This is an optimization exercise on Yosys and OpenROAD, whose aim is a short achievable clock period and few clock cycles, not a production implementation. In this exercise RTL edits were held to simulation tests only and were not proved equivalent to the original. No activity file was given, so power comes from the tool's default toggle rates.

==> flow/design.v (excerpt) <==
module MIPS_MultiCycle(clk, reset, mem_addr, mem_we, mem_wdata, mem_rdata);
  input clk, reset;
  output wire [31:0] mem_addr;
  output wire mem_we;
  output wire [31:0] mem_wdata;
  input [31:0] mem_rdata;
  localparam BI = 6;               
  localparam NB = 1 << BI;
  localparam TW = 16 - 2 - BI;     
  reg [31:0] aq;         
  reg [31:0] ao;         
  reg        mcyc;       
  reg        mwe;        
  reg        mlw;        
  reg [31:0] wq;         
  reg        dv;         
  reg        ev;         
  reg        lrv;        
  reg        wpend;      
  reg [31:0] rfv;        
  reg [NB-1:0] bv;       
  reg        buv;        
  reg        seq;        
  reg [31:0] ras;        
  reg [4:0]  mrd;        
  reg [31:0] fpc;        
  reg [31:0] lrt;
  reg [31:0] ir;
  reg [31:0] pc_d;
  reg [31:0] pc4_d;      
  reg [13:0] pm1_d, pp1_d;   
  reg        pt_d;       
  reg [31:0] ptgt_d;     
  reg        hit_d;      
  reg        dth_d;      
  reg [1:0]  dtc_d;      
  reg [31:0] pc_e;
  reg [13:0] pm1_e, pp1_e;
  reg [31:0] a_e;           
  reg [31:0] b_e;           
  reg [31:0] s_e;           
  reg [4:0]  sa_e, sb_e;     
  reg        useimm_e;
  reg        op_and_e, op_or_e, op_add_e, op_sub_e, op_slt_e;
  reg        wr_e;
  reg [4:0]  rd_e;
  ...
export LEC_CHECK = 0
export ABC_CLOCK_PERIOD_IN_PS = 3000
export CAP_MARGIN = 20
export CORE_MARGIN = 2
export CORE_UTILIZATION = 30
export SLEW_MARGIN = 20
create_clock -name core_clock -period 10.0 [get_ports {clk}]
standard.sh (not shown) runs the stock make flow with config.mk's settings and CLKGATE_MAP_FILE= SYNTH_SCRIPT=/design/flow/synth_recipe.tcl, a recipe that flattens the netlist after the stock synthesis.
==> flow/flow/run.sh <==
#!/bin/bash
set -uo pipefail
bash standard.sh SETUP_SLACK_MARGIN=6.5 finish > standard.log 2>&1
Testbench counts at the start, summed over its fixed seeds: cycles 270,563.
Edit:
--- a/flow/design.v
+++ b/flow/design.v
@@ -1,17 +1,17 @@
 module MIPS_MultiCycle(clk, reset, mem_addr, mem_we, mem_wdata, mem_rdata);
   input clk, reset;
   output wire [31:0] mem_addr;
   output wire mem_we;
   output wire [31:0] mem_wdata;
   input [31:0] mem_rdata;
-  localparam BI = 6;               
+  localparam BI = 5;               
   localparam NB = 1 << BI;
   localparam TW = 16 - 2 - BI;     
   reg [31:0] aq;         
   reg [31:0] ao;         
   reg        mcyc;       
   reg        mwe;        
   reg        mlw;        
   reg [31:0] wq;         
   reg        dv;         
   reg        ev;         
The new run completed with no timing, DRC or antenna violations.
Routed wire length is lower by 22%.
Final area is lower by 21%.
Synthesized cell count came out lower by 18%.
Global-route usage shrinks by 0.34 points.
Sequential cell count shrinks by 1025.
Sequential power drops by 19%.
Utilization goes down by 0.26 points.
Via count fell by 20%.
Total power shrinks by 22%.
Final cell count is lower by 20%.
Worst setup slack hardly moves.
Testbench counts after the change, summed over its fixed seeds: cycles 272,074.

MIPS_MultiCycle, a different RTL version from the one above (not shown whole).
For scale: about 4000 flip-flops, ~190000 sq um of cells after synthesis.
==> flow/config.mk <==
export PLATFORM = sky130hd
export DESIGN_NAME = MIPS_MultiCycle
export DESIGN_NICKNAME = MIPS_MultiCycle
export VERILOG_FILES = /design/flow/design.v
export SDC_FILE = /design/flow/constraint.sdc
export NUM_CORES = 4
export LEC_CHECK = 0
export ABC_CLOCK_PERIOD_IN_PS = 3000
export CAP_MARGIN = 20
export CORE_MARGIN = 2
export CORE_UTILIZATION = 30
export SLEW_MARGIN = 20
==> flow/constraint.sdc <==
create_clock -name core_clock -period 10.0 [get_ports {clk}]
set_input_delay 2.0000 -clock core_clock [delete_from_list [all_inputs] [get_ports {clk}]]
set_output_delay 2.0000 -clock core_clock [all_outputs]
set_load 0.01 [all_outputs]
Scripts as last shown in full above: flow/flow/run.sh
Testbench counts at the start, summed over its fixed seeds: cycles 271,954.
Rerun with:
--- a/flow/design.v
+++ b/flow/design.v
@@ -36,13 +36,14 @@
   reg [13:0] pm1_e, pp1_e;
   reg [31:0] a_e;           
   reg [31:0] b_e;           
   reg [31:0] s_e;           
   reg [4:0]  sa_e, sb_e;     
   reg        useimm_e;
-  reg        op_and_e, op_or_e, op_add_e, op_sub_e, op_slt_e;
+  reg        op_and_e, op_or_e, op_add_e, op_slt_e;
+  reg        inv_e;          
   reg        wr_e;
   reg [4:0]  rd_e;
   reg        back_e;         
   reg        lw_e, sw_e, br_e, bne_e, jal_e, jr_e, j_e;
   reg        pt_e;
   reg [31:0] ptgt_e;
@@ -149,21 +150,18 @@
   wire [31:0] d_rs = (wpend && wtag == rs) ? W : rf_rs;
   wire [31:0] d_b = (wpend && wtag == rt) ? W : rf_rt;
   wire [31:0] d_a = d_jal ? d_b : d_rs;       
   wire [4:0] d_sa = d_jal ? rt : rs;
   wire [31:0] a_x = a_e;
   wire [31:0] b_x = b_e;
-  wire [31:0] e_add = a_x + b_x;
-  wire [31:0] e_sub = a_x - b_x;
-  wire e_lt = a_x < b_x;
+  wire [32:0] e_sum = {1'b0, a_x} + {1'b0, b_x} + {32'd0, inv_e};
+  wire [31:0] e_add = e_sum[31:0];
   wire [31:0] e_lres = 
                       ({32{op_and_e}} & (a_x & b_x)) | ({32{op_or_e}} & (a_x | b_x)) |
                       ({32{jal_e}} & fall_e);
-  wire [31:0] e_res = op_add_e ? e_add : op_sub_e ? e_sub : op_slt_e ? {31'd0, e_lt} : e_lres;
-  wire e_isfast = op_add_e || op_sub_e || op_slt_e;
-  wire [31:0] e_fast = ({32{op_add_e}} & e_add) | ({32{op_sub_e}} & e_sub) | {31'd0, op_slt_e & e_lt};
+  wire [31:0] e_res = op_add_e ? e_add : op_slt_e ? {31'd0, !e_sum[32]} : e_lres;
   wire e_eq = a_x == b_x;
   wire e_chk = a_x == chk_e;
   wire e_taken = bne_e ? !e_eq : e_eq;
   wire run = !mcyc;                   
   wire ex = run && ev;
   wire bok_e = ptgt_e == btgt_e;      
@@ -171,17 +169,15 @@
   wire e_brlate = ex && br_e && pt_e && !bok_e;      
   wire e_useadd = ex && (lw_e || sw_e || (jal_e && !pt_e));
   wire e_late = (ex && (jal_e || jr_e) && pt_e && !e_chk) || e_brlate;
   wire e_kill = e_brmis || (ex && jal_e && !pt_e) || e_late;    
   wire e_mem = ex && (lw_e || sw_e);
   wire e_wr = ex && wr_e;
-  wire fw_a = e_wr && (d_jal ? rd_e == rt : rd_e == rs);
-  wire fw_b = e_wr && rd_e == rt && (d_r || d_br);
   wire wr_now = mcyc ? mlw : (ex && wr_e);
   wire [4:0] wtag_now = mcyc ? mrd : rd_e;
-  wire [31:0] wval_now = (!mcyc && e_isfast) ? e_fast : mcyc ? mem_rdata : e_lres;
+  wire [31:0] wval_now = mcyc ? mem_rdata : e_res;
   wire [13:0] sw_w = aq[15:2];
   wire ov_e = ev && (sw_w == pc_e[15:2] || sw_w == pm1_e || sw_w == pp1_e);
   wire ov_d = dv && (sw_w == pc_d[15:2] || sw_w == pm1_d || sw_w == pp1_d);
   wire flush = mcyc && mwe && (ov_e || ov_d);
   wire [31:0] refetch = ev ? pc_e : pc_d;
   wire e_ctl = br_e || j_e || jal_e || jr_e;
@@ -280,20 +276,21 @@
     bu_wt <= !br_e || e_taken;
     bu_inv <= !e_ctl;
     lrt <= br_e ? (e_taken ? btgt_e : fall_e) : jal_e ? e_add : a_x;
     if (run) begin
       pc_e <= pc_d;
       pm1_e <= pm1_d; pp1_e <= pp1_d;
-      a_e <= (fw_a && e_isfast) ? e_fast : fw_a ? e_lres : d_a;
-      b_e <= (fw_b && e_isfast) ? e_fast : fw_b ? e_lres :
-             d_jal ? d_fall : (!d_r && !d_br) ? sext : d_b;
-      s_e <= (e_wr && rd_e == rt && e_isfast) ? e_fast : (e_wr && rd_e == rt) ? e_lres : d_b;
+      a_e <= d_jal ? ((e_wr && rd_e == rt) ? e_res : d_b) : ((e_wr && rd_e == rs) ? e_res : d_rs);
+      b_e <= d_jal ? d_fall : (!d_r && !d_br) ? sext :
+             (d_r && (f_sub || f_slt)) ? ~((e_wr && rd_e == rt) ? e_res : d_b) :
+             (e_wr && rd_e == rt) ? e_res : d_b;
+      inv_e <= d_r && (f_sub || f_slt);
+      s_e <= (e_wr && rd_e == rt) ? e_res : d_b;
       sa_e <= d_sa; sb_e <= rt;
       useimm_e <= !d_r && !d_br;
-      op_add_e <= (d_r && f_add) || d_addi || d_lw || d_sw;
-      op_sub_e <= d_r && f_sub;
+      op_add_e <= (d_r && (f_add || f_sub)) || d_addi || d_lw || d_sw;
       op_or_e  <= d_r && f_or;
       op_slt_e <= d_r && f_slt;
       op_and_e <= (d_r && !f_add && !f_sub && !f_or && !f_slt) || d_andi;
       wr_e <= d_r || d_addi || d_andi || d_jal;
       rd_e <= d_r ? rdf : rt;
       lw_e <= d_lw; sw_e <= d_sw; br_e <= d_br; bne_e <= d_bne;
@@ -316,13 +313,13 @@
       pc4_d <= f_seq;
       pt_d <= fx_pt; ptgt_d <= fx_tgt; hit_d <= f_hit;
       fpc <= nf;
       mrd <= rd_e;
     end else begin
       if (mlw && mrd == sa_e) a_e <= mem_rdata;
-      if (mlw && mrd == sb_e && !useimm_e) b_e <= mem_rdata;
+      if (mlw && mrd == sb_e && !useimm_e) b_e <= inv_e ? ~mem_rdata : mem_rdata;
       if (mlw && mrd == sb_e) s_e <= mem_rdata;
       if (dv) begin
         pt_d <= d_pt; ptgt_d <= d_ptgt;
       end
     end
   end
The new run passed the timing, DRC and antenna checks; setup slack gains 0.26 ns; wire length went down by about 5.3%; critical path depth is lower by 3; utilization falls by 0.27 points; hold slack got worse by 0.042 ns; final cell count went down by about 1.3%; first-iteration DRC count came out lower by 8.3%.
Testbench counts after the change, summed over its fixed seeds: cycles 271,954.

==> separate check: timing with driven ports <==
The flow's constraints put no driver on any port. The routed layouts listed below were extracted and timed again, unchanged, in two steps. Step 1 assumes that a clkbuf_16 drives the clock port and a buf_2 every other input. Step 2 moves the port delays by t, midway between the first and last clock arrival at a register: inputs arrive t later, outputs are due t later. That takes back most of the time a late clock gives input paths. Three values: ideal ports, drivers, drivers and shift; two values: the first two.
run	t (ns)	setup WS [ns]	worst data-port slew with drivers (ns)	pins driven straight from the clock port
the first run of note 1	1.230	6.102 / 5.969 / 5.095	0.35	1
the second run of note 1	1.107	6.103 / 6.103 / 5.195	0.31	1
the first run of note 2	1.148	5.722 / 5.722 / 5.277	0.30	1
the second run of note 2	1.145	5.980 / 5.980 / 5.027	0.32	1
After both steps every run listed still meets setup and hold. The setup slack of the first run of note 1, which loses most, moves by -0.133 ns with the drivers and by -1.007 ns with both steps.
